This design comes from an exercise in tuning for small area and a short achievable clock period on the open sky130 flow, not from production work. Function was checked by simulation only, so behaviour that the tests miss may differ from the original. Power figures rest on the tool's default switching activity, not on a simulated workload.

### design/flow/design.v
module xbip_multadd_0 (
  input  wire [15:0] A,
  input  wire [15:0] B,
  input  wire [15:0] C,
  input  wire        SUBTRACT,
  output wire [15:0] P,
  output wire [47:0] PCOUT
);
  wire [47:0] ab = A * B;
  wire [47:0] full = SUBTRACT ? (ab - {32'h0, C}) : (ab + {32'h0, C});
  assign P = full[15:0];
  assign PCOUT = full;
endmodule
`timescale 1ns / 1ps
module s_axi_template #(
		parameter integer C_S_AXI_ID_WIDTH	= 1,
		parameter integer C_S_AXI_DATA_WIDTH	= 64,
		parameter integer C_S_AXI_ADDR_WIDTH	= 32,
		parameter integer C_S_AXI_AWUSER_WIDTH	= 1,
		parameter integer C_S_AXI_ARUSER_WIDTH	= 1,
		parameter integer C_S_AXI_WUSER_WIDTH	= 1,
		parameter integer C_S_AXI_RUSER_WIDTH	= 1,
		parameter integer C_S_AXI_BUSER_WIDTH	= 1
	)
	(
		(* DONT_TOUCH = "TRUE" *) output wire [15:0] P_buf,  
		(* DONT_TOUCH = "TRUE" *) output wire [15:0] A_dbg,
		(* DONT_TOUCH = "TRUE" *) output wire [15:0] B_dbg,
		(* DONT_TOUCH = "TRUE" *) output wire [15:0] C_dbg,
		(* DONT_TOUCH = "TRUE" *) output wire [ 3:0] mode_sel_dbg,
		(* DONT_TOUCH = "TRUE" *) input wire  S_AXI_ACLK,
		(* DONT_TOUCH = "TRUE" *) input wire  S_AXI_ARESETN,
		(* DONT_TOUCH = "TRUE" *) input wire [C_S_AXI_ID_WIDTH-1 : 0] S_AXI_AWID,
		(* DONT_TOUCH = "TRUE" *) input wire [C_S_AXI_ADDR_WIDTH-1 : 0] S_AXI_AWADDR,
		(* DONT_TOUCH = "TRUE" *) input wire [7 : 0] S_AXI_AWLEN,
		(* DONT_TOUCH = "TRUE" *) input wire [2 : 0] S_AXI_AWSIZE,
		(* DONT_TOUCH = "TRUE" *) input wire [1 : 0] S_AXI_AWBURST,
		(* DONT_TOUCH = "TRUE" *) input wire  S_AXI_AWLOCK,
		(* DONT_TOUCH = "TRUE" *) input wire [3 : 0] S_AXI_AWCACHE,
		(* DONT_TOUCH = "TRUE" *) input wire [2 : 0] S_AXI_AWPROT,
		(* DONT_TOUCH = "TRUE" *) input wire [3 : 0] S_AXI_AWQOS,
		(* DONT_TOUCH = "TRUE" *) input wire [3 : 0] S_AXI_AWREGION,
		(* DONT_TOUCH = "TRUE" *) input wire [C_S_AXI_AWUSER_WIDTH-1 : 0] S_AXI_AWUSER,
		(* DONT_TOUCH = "TRUE" *) input wire  S_AXI_AWVALID,
		(* DONT_TOUCH = "TRUE" *) output wire  S_AXI_AWREADY,
		(* DONT_TOUCH = "TRUE" *) input wire [C_S_AXI_DATA_WIDTH-1 : 0] S_AXI_WDATA,
		(* DONT_TOUCH = "TRUE" *) input wire [(C_S_AXI_DATA_WIDTH/8)-1 : 0] S_AXI_WSTRB,
		(* DONT_TOUCH = "TRUE" *) input wire  S_AXI_WLAST,
		(* DONT_TOUCH = "TRUE" *) input wire [C_S_AXI_WUSER_WIDTH-1 : 0] S_AXI_WUSER,
		(* DONT_TOUCH = "TRUE" *) input wire  S_AXI_WVALID,
		(* DONT_TOUCH = "TRUE" *) output wire  S_AXI_WREADY,
		(* DONT_TOUCH = "TRUE" *) output wire [C_S_AXI_ID_WIDTH-1 : 0] S_AXI_BID,
		(* DONT_TOUCH = "TRUE" *) output wire [1 : 0] S_AXI_BRESP,
		(* DONT_TOUCH = "TRUE" *) output wire [C_S_AXI_BUSER_WIDTH-1 : 0] S_AXI_BUSER,
		(* DONT_TOUCH = "TRUE" *) output wire  S_AXI_BVALID,
		(* DONT_TOUCH = "TRUE" *) input wire  S_AXI_BREADY,
		(* DONT_TOUCH = "TRUE" *) input wire [C_S_AXI_ID_WIDTH-1 : 0] S_AXI_ARID,
		(* DONT_TOUCH = "TRUE" *) input wire [C_S_AXI_ADDR_WIDTH-1 : 0] S_AXI_ARADDR,
		(* DONT_TOUCH = "TRUE" *) input wire [7 : 0] S_AXI_ARLEN,
		(* DONT_TOUCH = "TRUE" *) input wire [2 : 0] S_AXI_ARSIZE,
		(* DONT_TOUCH = "TRUE" *) input wire [1 : 0] S_AXI_ARBURST,
		(* DONT_TOUCH = "TRUE" *) input wire  S_AXI_ARLOCK,
		(* DONT_TOUCH = "TRUE" *) input wire [3 : 0] S_AXI_ARCACHE,
		(* DONT_TOUCH = "TRUE" *) input wire [2 : 0] S_AXI_ARPROT,
		(* DONT_TOUCH = "TRUE" *) input wire [3 : 0] S_AXI_ARQOS,
		(* DONT_TOUCH = "TRUE" *) input wire [3 : 0] S_AXI_ARREGION,
		(* DONT_TOUCH = "TRUE" *) input wire [C_S_AXI_ARUSER_WIDTH-1 : 0] S_AXI_ARUSER,
		(* DONT_TOUCH = "TRUE" *) input wire  S_AXI_ARVALID,
		(* DONT_TOUCH = "TRUE" *) output wire  S_AXI_ARREADY,
		(* DONT_TOUCH = "TRUE" *) output wire [C_S_AXI_ID_WIDTH-1 : 0] S_AXI_RID,
		(* DONT_TOUCH = "TRUE" *) output wire [C_S_AXI_DATA_WIDTH-1 : 0] S_AXI_RDATA,
		(* DONT_TOUCH = "TRUE" *) output wire [1 : 0] S_AXI_RRESP,
		(* DONT_TOUCH = "TRUE" *) output wire  S_AXI_RLAST,
		(* DONT_TOUCH = "TRUE" *) output wire [C_S_AXI_RUSER_WIDTH-1 : 0] S_AXI_RUSER,
		(* DONT_TOUCH = "TRUE" *) output wire  S_AXI_RVALID,
		(* DONT_TOUCH = "TRUE" *) input wire  S_AXI_RREADY
	);
	(* DONT_TOUCH = "TRUE" *) reg [C_S_AXI_ADDR_WIDTH-1 : 0] 	axi_awaddr;
	reg  	axi_awready;
	reg  	axi_wready;
	reg [1 : 0] 	axi_bresp;
	reg [C_S_AXI_BUSER_WIDTH-1 : 0] 	axi_buser;
	reg  	axi_bvalid;
	(* DONT_TOUCH = "TRUE" *) reg [C_S_AXI_ADDR_WIDTH-1 : 0] 	axi_araddr;
	reg  	axi_arready;
	reg [C_S_AXI_DATA_WIDTH-1 : 0] 	axi_rdata;
	reg [1 : 0] 	axi_rresp;
	reg  	axi_rlast;
	reg [C_S_AXI_RUSER_WIDTH-1 : 0] 	axi_ruser;
	reg  	axi_rvalid;
	wire aw_wrap_en;
	wire ar_wrap_en;
	wire [31:0]  aw_wrap_size ; 
	wire [31:0]  ar_wrap_size ; 
	(* DONT_TOUCH = "TRUE" *) reg axi_awv_awr_flag;
	(* DONT_TOUCH = "TRUE" *) reg axi_arv_arr_flag; 
	reg [7:0] axi_awlen_cntr;
	reg [7:0] axi_arlen_cntr;
	reg [1:0] axi_arburst;
	reg [1:0] axi_awburst;
	reg [7:0] axi_arlen;
	reg [7:0] axi_awlen;
	localparam integer ADDR_LSB = (C_S_AXI_DATA_WIDTH/64)+ 1;
	localparam integer OPT_MEM_ADDR_BITS = 7;
	localparam integer USER_NUM_MEM = 1;
	(* DONT_TOUCH = "TRUE" *) wire [C_S_AXI_ADDR_WIDTH-1:0] mem_address;
	(* DONT_TOUCH = "TRUE" *) wire [USER_NUM_MEM-1:0] mem_select;
	(* DONT_TOUCH = "TRUE" *) wire [C_S_AXI_DATA_WIDTH-1:0] mem_data_out;
	(* DONT_TOUCH = "TRUE" *) wire [C_S_AXI_DATA_WIDTH-1:0] S_AXI_WDATA_mux;
	(* DONT_TOUCH = "TRUE" *) reg [15:0] A;
	(* DONT_TOUCH = "TRUE" *) reg [15:0] B;
	(* DONT_TOUCH = "TRUE" *) reg [15:0] C;
	(* DONT_TOUCH = "TRUE" *) reg [15:0] B_in;
	(* DONT_TOUCH = "TRUE" *) reg [15:0] C_in;
	(* DONT_TOUCH = "TRUE" *) wire [15:0] P_out; 
	(* DONT_TOUCH = "TRUE" *) reg SUBTRACT;
	(* DONT_TOUCH = "TRUE" *) reg [ 7:0] mode_sel;
	(* DONT_TOUCH = "TRUE" *) reg ABC_in_flag_n;
	(* DONT_TOUCH = "TRUE" *) reg [C_S_AXI_DATA_WIDTH-1:0] ABC_in_buf;
	(* DONT_TOUCH = "TRUE" *) reg [C_S_AXI_ADDR_WIDTH-1:0] mem_address_buf;
	(* DONT_TOUCH = "TRUE" *) reg [ 3:0] mem_wren_buf;
	assign S_AXI_AWREADY	= axi_awready;
	assign S_AXI_WREADY	= axi_wready;
	assign S_AXI_BRESP	= axi_bresp;
	assign S_AXI_BUSER	= axi_buser;
	assign S_AXI_BVALID	= axi_bvalid;
	assign S_AXI_ARREADY	= axi_arready;
	assign S_AXI_RDATA	= axi_rdata;
	assign S_AXI_RRESP	= axi_rresp;
	assign S_AXI_RLAST	= axi_rlast;
	assign S_AXI_RUSER	= axi_ruser;
	assign S_AXI_RVALID	= axi_rvalid;
	assign S_AXI_BID = S_AXI_AWID;
	assign S_AXI_RID = S_AXI_ARID;
	assign  aw_wrap_size = (C_S_AXI_DATA_WIDTH/8 * (axi_awlen)); 
	assign  ar_wrap_size = (C_S_AXI_DATA_WIDTH/8 * (axi_arlen)); 
	assign  aw_wrap_en = ((axi_awaddr & aw_wrap_size) == aw_wrap_size)? 1'b1: 1'b0;
	assign  ar_wrap_en = ((axi_araddr & ar_wrap_size) == ar_wrap_size)? 1'b1: 1'b0;
	always @( posedge S_AXI_ACLK )
	begin
	  if ( S_AXI_ARESETN == 1'b0 )
	    begin
	      axi_awready <= 1'b0;
	      axi_awv_awr_flag <= 1'b0;
	    end 
	  else
	    begin    
	      if (~axi_awready && S_AXI_AWVALID && ~axi_awv_awr_flag && ~axi_arv_arr_flag)
	        begin
	          axi_awready <= 1'b1;
	          axi_awv_awr_flag  <= 1'b1; 
	        end
	      else if (S_AXI_WLAST && axi_wready)          
	        begin
	          axi_awv_awr_flag  <= 1'b0;
	        end
	      else        
	        begin
	          axi_awready <= 1'b0;
	        end
	    end 
	end       
	always @( posedge S_AXI_ACLK )
	begin
	  if ( S_AXI_ARESETN == 1'b0 )
	    begin
	      axi_awaddr <= 0;
	      axi_awlen_cntr <= 0;
	      axi_awburst <= 0;
	      axi_awlen <= 0;
	    end 
	  else
	    begin    
	      if (~axi_awready && S_AXI_AWVALID && ~axi_awv_awr_flag)
	        begin
	          axi_awaddr <= S_AXI_AWADDR[C_S_AXI_ADDR_WIDTH - 1:0];  
	           axi_awburst <= S_AXI_AWBURST; 
	           axi_awlen <= S_AXI_AWLEN;     
	          axi_awlen_cntr <= 0;
	        end   
	      else if((axi_awlen_cntr <= axi_awlen) && axi_wready && S_AXI_WVALID)        
	        begin
	          axi_awlen_cntr <= axi_awlen_cntr + 1;
	          case (axi_awburst)
	            2'b00:  
	              begin
	                axi_awaddr <= axi_awaddr;          
	              end   
	            2'b01:  
	              begin
	                axi_awaddr[C_S_AXI_ADDR_WIDTH - 1:ADDR_LSB] <= axi_awaddr[C_S_AXI_ADDR_WIDTH - 1:ADDR_LSB] + 1;
	                axi_awaddr[ADDR_LSB-1:0]  <= {ADDR_LSB{1'b0}};   
	              end   
	            2'b10:  
	              if (aw_wrap_en)
	                begin
	                  axi_awaddr <= (axi_awaddr - aw_wrap_size); 
	                end
	              else 
	                begin
	                  axi_awaddr[C_S_AXI_ADDR_WIDTH - 1:ADDR_LSB] <= axi_awaddr[C_S_AXI_ADDR_WIDTH - 1:ADDR_LSB] + 1;
	                  axi_awaddr[ADDR_LSB-1:0]  <= {ADDR_LSB{1'b0}}; 
	                end                      
	            default:  
	              begin
	                axi_awaddr <= axi_awaddr[C_S_AXI_ADDR_WIDTH - 1:ADDR_LSB] + 1;
	              end
	          endcase              
	        end
	    end 
	end       
	always @( posedge S_AXI_ACLK )
	begin
	  if ( S_AXI_ARESETN == 1'b0 )
	    begin
	      axi_wready <= 1'b0;
	    end 
	  else
	    begin    
	      if ( ~axi_wready && S_AXI_WVALID && axi_awv_awr_flag)
	        begin
	          axi_wready <= 1'b1;
	        end
	      else if (S_AXI_WLAST && axi_wready)
	        begin
	          axi_wready <= 1'b0;
	        end
	    end 
	end       
	always @( posedge S_AXI_ACLK )
	begin
	  if ( S_AXI_ARESETN == 1'b0 )
	    begin
	      axi_bvalid <= 0;
	      axi_bresp <= 2'b0;
	      axi_buser <= 0;
	    end 
	  else
	    begin    
	      if (axi_awv_awr_flag && axi_wready && S_AXI_WVALID && ~axi_bvalid && S_AXI_WLAST )
	        begin
	          axi_bvalid <= 1'b1;
	          axi_bresp  <= 2'b0; 
	        end                   
	      else
	        begin
	          if (S_AXI_BREADY && axi_bvalid) 
	            begin
	              axi_bvalid <= 1'b0; 
	            end  
	        end
	    end
	 end   
	always @( posedge S_AXI_ACLK )
	begin
	  if ( S_AXI_ARESETN == 1'b0 )
	    begin
	      axi_arready <= 1'b0;
	      axi_arv_arr_flag <= 1'b0;
	    end 
	  else
	    begin    
	      if (~axi_arready && S_AXI_ARVALID && ~axi_awv_awr_flag && ~axi_arv_arr_flag)
	        begin
	          axi_arready <= 1'b1;
	          axi_arv_arr_flag <= 1'b1;
	        end
	      else if (axi_rvalid && S_AXI_RREADY && axi_arlen_cntr == axi_arlen)
	        begin
	          axi_arv_arr_flag  <= 1'b0;
	        end
	      else        
	        begin
	          axi_arready <= 1'b0;
	        end
	    end 
	end       
	always @( posedge S_AXI_ACLK )
	begin
	  if ( S_AXI_ARESETN == 1'b0 )
	    begin
	      axi_araddr <= 0;
	      axi_arlen_cntr <= 0;
	      axi_arburst <= 0;
	      axi_arlen <= 0;
	      axi_rlast <= 1'b0;
	      axi_ruser <= 0;
	    end 
	  else
	    begin    
	      if (~axi_arready && S_AXI_ARVALID && ~axi_arv_arr_flag)
	        begin
	          axi_araddr <= S_AXI_ARADDR[C_S_AXI_ADDR_WIDTH - 1:0]; 
	          axi_arburst <= S_AXI_ARBURST; 
	          axi_arlen <= S_AXI_ARLEN;     
	          axi_arlen_cntr <= 0;
	          axi_rlast <= 1'b0;
	        end   
	      else if((axi_arlen_cntr <= axi_arlen) && axi_rvalid && S_AXI_RREADY)        
	        begin
	          axi_arlen_cntr <= axi_arlen_cntr + 1;
	          axi_rlast <= 1'b0;
	          case (axi_arburst)
	            2'b00:  
	              begin
	                axi_araddr       <= axi_araddr;        
	              end   
	            2'b01:  
	              begin
	                axi_araddr[C_S_AXI_ADDR_WIDTH - 1:ADDR_LSB] <= axi_araddr[C_S_AXI_ADDR_WIDTH - 1:ADDR_LSB] + 1; 
	                axi_araddr[ADDR_LSB-1:0]  <= {ADDR_LSB{1'b0}};   
	              end   
	            2'b10:  
	              if (ar_wrap_en) 
	                begin
	                  axi_araddr <= (axi_araddr - ar_wrap_size); 
	                end
	              else 
	                begin
	                axi_araddr[C_S_AXI_ADDR_WIDTH - 1:ADDR_LSB] <= axi_araddr[C_S_AXI_ADDR_WIDTH - 1:ADDR_LSB] + 1; 
	                axi_araddr[ADDR_LSB-1:0]  <= {ADDR_LSB{1'b0}};   
	                end                      
	            default:  
	              begin
	                axi_araddr <= axi_araddr[C_S_AXI_ADDR_WIDTH - 1:ADDR_LSB]+1;
	              end
	          endcase              
	        end
	      else if((axi_arlen_cntr == axi_arlen) && ~axi_rlast && axi_arv_arr_flag )   
	        begin
	          axi_rlast <= 1'b1;
	        end          
	      else if (S_AXI_RREADY)   
	        begin
	          axi_rlast <= 1'b0;
	        end          
	    end 
	end       
	always @( posedge S_AXI_ACLK )
	begin
	  if ( S_AXI_ARESETN == 1'b0 )
	    begin
	      axi_rvalid <= 0;
	      axi_rresp  <= 0;
	    end 
	  else
	    begin    
	      if (axi_arv_arr_flag && ~axi_rvalid)
	        begin
	          axi_rvalid <= 1'b1;
	          axi_rresp  <= 2'b0; 
	        end   
	      else if (axi_rvalid && S_AXI_RREADY)
	        begin
	          axi_rvalid <= 1'b0;
	        end            
	    end
	end    
assign mem_address = (axi_arv_arr_flag? axi_araddr:(axi_awv_awr_flag? axi_awaddr:0));
wire [3:0] mem_rden;
wire [3:0] mem_wren;
assign mem_wren = (axi_wready && S_AXI_WVALID) ? 4'b1101 : 4'b0;
always @(posedge S_AXI_ACLK) begin
	if (S_AXI_ARESETN == 1'b0) begin
		A <= 'd0;
		B <= 'd0;
		C <= 'd0;
		mode_sel <= 'd0;
		ABC_in_flag_n <= 'b1;
		ABC_in_buf <= 'h0;
	end
	else if (mem_wren[0]) begin  
	case (mem_address[19:16])  
		4'h1 : begin 
			A <= S_AXI_WDATA[15:0];
			B <= B;
			C <= C;
			mode_sel <= mode_sel;
			ABC_in_flag_n <= 'b0;
			ABC_in_buf<= {32'h0, S_AXI_WDATA[31:0]};
		end
		4'h2 : begin 
			A <= A;
			B <= S_AXI_WDATA[15:0];
			C <= C;
			mode_sel <= mode_sel;
			ABC_in_flag_n <= 1'b0;
			ABC_in_buf <= {32'h0, S_AXI_WDATA[31:0]};
		end
		4'h3 : begin
			A <= A;
			B <= B;
			C <= S_AXI_WDATA[15:0];
			mode_sel <= mode_sel;
			ABC_in_flag_n <= 'b0;
			ABC_in_buf <= {32'h0, S_AXI_WDATA[31:0]};
		end
		4'h4 : begin
			A <= A;
			B <= B;
			C <= C;
			mode_sel <= S_AXI_WDATA[7:0];
			ABC_in_flag_n <= 'b0;
			ABC_in_buf <= ABC_in_buf;
		end
		4'h5 : begin
			A <= A;
			B <= B;
			C <= C;
			mode_sel <= mode_sel;
			ABC_in_flag_n <= 1'b1;
			ABC_in_buf <= ABC_in_buf;
		end
		default : begin
			A <= A;
			B <= B;
			C <= C;
			mode_sel <= mode_sel;
			ABC_in_flag_n <= 1'b1;
			ABC_in_buf <= ABC_in_buf;
		end
	endcase
	end
end
	always @( mem_data_out, axi_rvalid)
	begin
	  if (axi_rvalid) 
	    begin
	      axi_rdata <= mem_data_out;
		end
	   else 
	    begin
	      axi_rdata <= 64'h00000000;
	    end       
	end    
assign mode_sel_dbg = mode_sel;
assign A_dbg = A;
assign B_dbg = B_in;
assign C_dbg = C_in;
always @(posedge S_AXI_ACLK) begin
	if (S_AXI_ARESETN == 1'b0) begin 
		B_in		<= 'd0;
		C_in		<= 'd0;
	end
	else 	begin 
	case (mode_sel[2:0]) 
	3'b000 : begin
		B_in <= 'h0;
		C_in <= 'h0;
		SUBTRACT <= 1'b0;
	end
	3'b001 : begin
		B_in <= B;
		C_in <= 'd0;
		SUBTRACT <= 1'b1;
	end
	3'b010 : begin
		B_in <= B;
		C_in <= 'h0;
		SUBTRACT <= 1'b0;
	end
	3'b011 : begin
		B_in <= B;
		C_in <= C;
		SUBTRACT <= 1'b1;
	end
	3'b100 : begin
		B_in <= 'd1;
		C_in <= C;
		SUBTRACT <= 1'b0;
	end
	3'b101 : begin
		B_in <= 'd1;
		C_in <= C;
		SUBTRACT <= 1'b1;
	end
	3'b110 : begin
		B_in <= B;
		C_in <= C;
		SUBTRACT <= 1'b0;
	end
	3'b111 : begin
		B_in <= B;
		C_in <= C;
		SUBTRACT <= 1'b1;
	end
	endcase
	end
end
always @(posedge S_AXI_ACLK) begin
	if (S_AXI_ARESETN == 1'b0) begin
		mem_address_buf <=  'd0;
		mem_wren_buf <= 'b0;
	end
	else begin
		mem_address_buf <= mem_address;
		mem_wren_buf <= mem_wren;
	end
end
assign S_AXI_WDATA_mux = !ABC_in_flag_n ? ABC_in_buf : S_AXI_WDATA;
assign P_buf = (mode_sel[2:0] == 3'b000) ? P_out :           
               (mode_sel[2:0] == 3'b010) ? P_out :       
               (mode_sel[2:0] == 3'b011) ? P_out :       
               (mode_sel[2:0] == 3'b111) ? P_out :       
               16'b0;
wire [31:0] reg_data_out;
assign mem_data_out = {{(C_S_AXI_DATA_WIDTH-32){1'b0}}, reg_data_out};
registerx32  #(
	.C_REG_DATA_WIDTH(32),
	.C_ADDR_WIDTH(16)
)
registerx32_1(
    .clk(S_AXI_ACLK),
    .rstn(S_AXI_ARESETN),
    .address(mem_address[19:16]),  
    .data_in(S_AXI_WDATA),
    .write_enable(mem_wren[0]),
    .data_out(reg_data_out),
	.MultAdder_data_in(P_buf)
);
xbip_multadd_0 MultAdd (
  .A(A),                 
  .B(B_in),                 
  .C(C_in),                 
  .SUBTRACT(SUBTRACT),   
  .P(P_out),                 
  .PCOUT()         
);
endmodule
module registerx32
	#(
		parameter integer C_REG_DATA_WIDTH	= 32,
		parameter integer C_ADDR_WIDTH	= 16
	)
(
    input wire clk,
    input wire rstn,
    input wire [C_ADDR_WIDTH-1:0] address,
    input wire [C_REG_DATA_WIDTH-1:0] data_in,
    input wire write_enable,
	input wire [C_REG_DATA_WIDTH-1:0] MultAdder_data_in,
    output reg [C_REG_DATA_WIDTH-1:0] data_out
);
    reg [C_REG_DATA_WIDTH-1:0] mem [0:C_ADDR_WIDTH-1];
    localparam READ_ONLY_ADDR1 = 'h5;
    localparam READ_ONLY_ADDR2 = 'h6;
    reg [C_REG_DATA_WIDTH-1:0] MultAdder_only_reg1;
    reg [C_REG_DATA_WIDTH-1:0] MultAdder_only_reg2;
 	integer i;
    always @(posedge clk) begin
        if (!rstn) begin
            for (i = 0; i < C_ADDR_WIDTH; i = i + 1) begin
                mem[i] <= 'b0;
            end
            MultAdder_only_reg1 <= 'h0;  
            MultAdder_only_reg2 <= 'h0;  
            data_out <= 'h0;
        end 
		else if ((address != READ_ONLY_ADDR1) && (address != READ_ONLY_ADDR2)) 
		begin
			MultAdder_only_reg1 <= MultAdder_data_in;
			MultAdder_only_reg2 <= MultAdder_data_in;
        end 
		else if (write_enable && (address != READ_ONLY_ADDR1) && (address != READ_ONLY_ADDR2)) 
		begin
            mem[address] <= data_in;
			MultAdder_only_reg1 <= MultAdder_data_in;
			MultAdder_only_reg2 <= MultAdder_data_in;
        end 
		else
		begin
            if (address == READ_ONLY_ADDR1) 
			begin
                data_out <= MultAdder_only_reg1;
            end 
			else if (address == READ_ONLY_ADDR2) 
			begin
                data_out <= MultAdder_only_reg2;
            end 
			else 
			begin
                data_out <= mem[address];
            end
        end
    end
endmodule
### design/flow/run.sh
#!/bin/bash
# synth_recipe.tcl (not shown) runs the flow's synth.tcl, then flattens the netlist and writes it again
# the make line also repeats each setting of config.mk as NAME=value (left out here)
make -C /OpenROAD-flow-scripts/flow DESIGN_CONFIG=/design/flow/config.mk WORK_HOME=/design/flow/orfs CLKGATE_MAP_FILE= SYNTH_SCRIPT=/design/flow/synth_recipe.tcl finish
### design/flow/config.mk
export PLATFORM = sky130hd
export DESIGN_NAME = s_axi_template
export DESIGN_NICKNAME = s_axi_template
export VERILOG_FILES = /design/flow/design.v
export SDC_FILE = /design/flow/constraint.sdc
export NUM_CORES = 4
export LEC_CHECK = 0
export CAP_MARGIN = 20
export CORE_MARGIN = 2
export CORE_UTILIZATION = 40
export SLEW_MARGIN = 20
### design/flow/constraint.sdc
create_clock -name core_clock -period 10.0 [get_ports {S_AXI_ACLK}]
set_input_delay 2.0000 -clock core_clock [delete_from_list [all_inputs] [get_ports {S_AXI_ACLK}]]
set_output_delay 2.0000 -clock core_clock [all_outputs]
set_load 0.01 [all_outputs]
==> flow_summary.toml <==
[drt]
drtIter0Drc = 1162
via_count = 16869
via_per_inst = 5.438
wl_per_cell_um = 18.39
first_pass_iters = 6
final_antenna_net_count = 0
wl_mm = 57.04
drc_errors = 0

[cts]
cts_resized = 0
post_cts_buffers = 0
clk-insertion-delay-late_ns = 0.58
cts_sinks = 237
cts-root-buf = "clkbuf_16"
clockBufferDepth = 3
cts_buffers = 29
cts_max_level = 1
cts_tree = "done"
cts_hold_buf = 0
clkTransAtPathRegs_ns = 0.06

[global_route]
grt_pass1_vias = 16795
use_met3_pct = 3.464
grt_pass1_wl_mm = 90.94
overflow = 0
antenna_found_initial = 0
top_usage_layer = "met2"
grt_usage_pct = 23.39
met1_usage_pct = 30.74
grt_max_degree = 86
grtUsageMet2_pct = 39.61

[timing]
max_slew_margin_pct = 28.00
fin_setup_tns_ns = 0
setup_viol = 0
worst_slew_pin_slew_ns = 1.080
setup_slack_ns = 0.5771
finalCriticalPeriod_ns = 9.423
whs_ns = 0.4525
fmax_mhz = 106.1
fin_worst_skew_ns = 0.02572
slew_violations = 0
rsz0062_at_grt = "no"
timing.final.crit_share_pct = 94.23
final_hold_viol_count = 0

[setup_path]
worst_path_largest_cell_delay_ns = 0.79
start_kind = "flip-flop"
cp_top_family = "adder cells"
path_max_fanout = 15
crit_required_ns = 8.00
cpMostUsedCell = "fa_1"
path_class = "reg -> out"
crit_arrival_ns = 7.42
crit_buf_inv = 4
endpoint_kind = "primary output"
cp_slowest_cell = "dfxtp_1"
path_cells = "nand2_1 > fa_1 > fa_1 > fa_1 > fa_1 > inv_1 > fa_1 > inv_1 > fa_1 > inv_1 > ha_1 > o2111ai_1 > nand4_1 > o311ai_0 > xnor2_1 > ha_1 > a21oi_1 > o21ai_0 > xnor2_1 > nor2_1 > clkdlybuf4s50_1"
worstRegToRegCells = 21
cp.depth = 21

[power_and_ir_drop]
leakage_uw = 0.008599
p_per_area_nw_per_um2 = 121.1
ir_worst_vdd_mv = 0.1295

[logic_synthesis]
synth_area_leader_cell = "dfxtp_1"
synth.avg_cell_area_sq_um = 7.934
synthCells = 2363
synth_top_area_share_pct = 25.20
synth_area_leaders = "dfxtp_1 (25%), fa_1 (8.9%), ha_1 (8.2%)"
syn_area_sq_um = 18750
synth.distinct_cells = 78
synthArstFlopShare_pct = 0
synth_edf_count = 1
synth_seq_area_share_pct = 25.36
synth-seq-cells = 237
synthFlopType = "dfxtp_1"
yosysWarnings = 5

[die]
start_util_pct = 40.44
dieArea_sq_um = 48620
pin_count = 353
die_h_um = 220.5
core_area_sq_um = 46360
die_w_um = 220.5
fp-row-count = 79

[cells_and_area]
layout.cells.non_filler = 3102
nets = 2887
areaGrowthSynthToFinish_pct = 17.39
final_util_pct = 47.48
drive_above_1_share_pct = 3.727
diodes = 0

[hold_path]
hold_depth = 2
hold_class = "reg -> reg"

[placement]
post-place-ws_ns = 1.162
hpwl_mm = 41.00
place_inst = 3049
port_buffers = 209
gp_congestion = 0.8919

[run]
cap_violations = 0

[run_status]
status = "timing/DRC/antenna clean"
-- stage by stage --
step | power, uW | cell area, sq um
after global placement | 1607 | 21030
after detailed placement | 1613 | 21030
after CTS | 2681 | 21990
after global routing | 2798 | 22010
final | 2664 | 22010
after floorplan | 1448 | 18890
-- where the power goes --
part	internal, uW	switching, uW
Sequential	980	69.7
Clock	628	433
Combinational	216	337
Total	1820	840
-- path summary, 6_finish.rpt --
path	start	to	slack, ns
hold reg to reg	registerx32_1.data_out[13]	registerx32_1.data_out[13]	0.45
hold / removal	registerx32_1.data_out[13]	registerx32_1.data_out[13]	0.45
setup / recovery	B_in[2]	P_buf[15]	0.58
setup reg to reg	B_in[2]	registerx32_1.MultAdder_only_reg2[15]	3.29
-- cells by family (layout without fill, tap and decap cells) --
kind of cell	count (synthesis)	in the layout	synth area share, %
buf+inv	373	468	8.369
simple gates	870	870	22.79
compound gates	456	456	15.54
mux	62	62	3.324
flops	237	237	25.36
xor+xnor	158	158	7.528
other cells	1	38	0.02000
fa+ha+maj	206	206	17.07
-- cell usage after synthesis (6+ instances only) --
library cell and instances:
dfxtp_1 236, nand2_1 234, nor2_1 200, inv_1 184, and2_1 162, a21oi_1 161
clkbuf_1 133, ha_1 123, xnor2_1 108, fa_1 83, o21ai_0 81, nand3_1 66
mux2i_1 60, nor3_1 55, xor2_1 48, and3_1 40, buf_4 40, a211oi_1 23
nor4_1 18, a221oi_1 17, a31oi_1 17, nand4_1 17, a21o_1 16, nor2b_1 16
or4_1 16, o21a_1 15, o211ai_1 14, or3_1 14, o22ai_1 13, o221ai_1 12
buf_1 10, nand2b_1 10, o31ai_1 9, a211o_1 7, a311oi_1 7, a22oi_1 6
or2_2 6
-- layer usage --
layer	up-vias	routed length (um)
li1	8150	-
met1	8146	25410
met2	479	26930
met3	94	3066
met4	0	1640
met5	-	0
-- final cells by class --
| cell class | instances | area, sq um |
|---|---|---|
| Clock inverter | 14 | 175.2 |
| Clock buffer | 38 | 779.5 |
| Timing Repair Buffer | 231 | 2256 |
| Tap cell | 607 | 759.5 |
| Multi-Input combinational cell | 1790 | 12590 |
| Sequential cell | 237 | 4755 |
| Fill cell | 4626 | 24350 |
| Inverter | 185 | 696.9 |
-- cells in the final DEF, fill, tap and decap left out, drive strengths merged, types with 40 or more instances in the layout --
| cell type | n |
|---|---|
| dfxtp | 236 |
| nand2 | 234 |
| clkdlybuf4s50 | 208 |
| nor2 | 200 |
| inv | 186 |
| and2 | 162 |
| a21oi | 161 |
| ha | 123 |
| xnor2 | 108 |
| o21ai | 85 |
| fa | 83 |
| nand3 | 66 |
| mux2i | 60 |
| nor3 | 57 |
| xor2 | 48 |
| and3 | 40 |
-- worst min-delay path, stage by stage (launching register included) --
cell and delay [ns]:
dfxtp_1 0.30, nand2_1 0.05, a21oi_1 0.05
-- flip-flops by register name, indices dropped and copies added, names as in the netlist, 16 cells and up --
signal and count:
A 16, B_in 16, C 16, C_in 16, axi_araddr 30, registerx32_1.MultAdder_only_reg2 16, axi_awaddr 30, B 16
registerx32_1.data_out 32

## afterwards: timing with drivers on the ports
The results above use ideal ports. As a check the final layout listed here was re-extracted and re-timed, cells and wires unchanged. Step 1: set_driving_cell puts a clkbuf_16 on S_AXI_ACLK and a buf_2 on each other input, an assumption about the parent block. Step 2 also shifts input and output timing later by t, the mid clock arrival at the registers, as if the neighbouring blocks saw the same clock. Slacks: ideal ports / drivers / drivers and shift; pairs: ideal ports / drivers.
shift t [ns]: 0.625
setup WS [ns]: 0.577 / 0.519 / 1.143
worst setup path at the end: register to output
After both steps setup and hold are still met in this run. For this run, drivers alone change the setup slack by -0.058 ns; drivers and shift together by +0.566 ns.
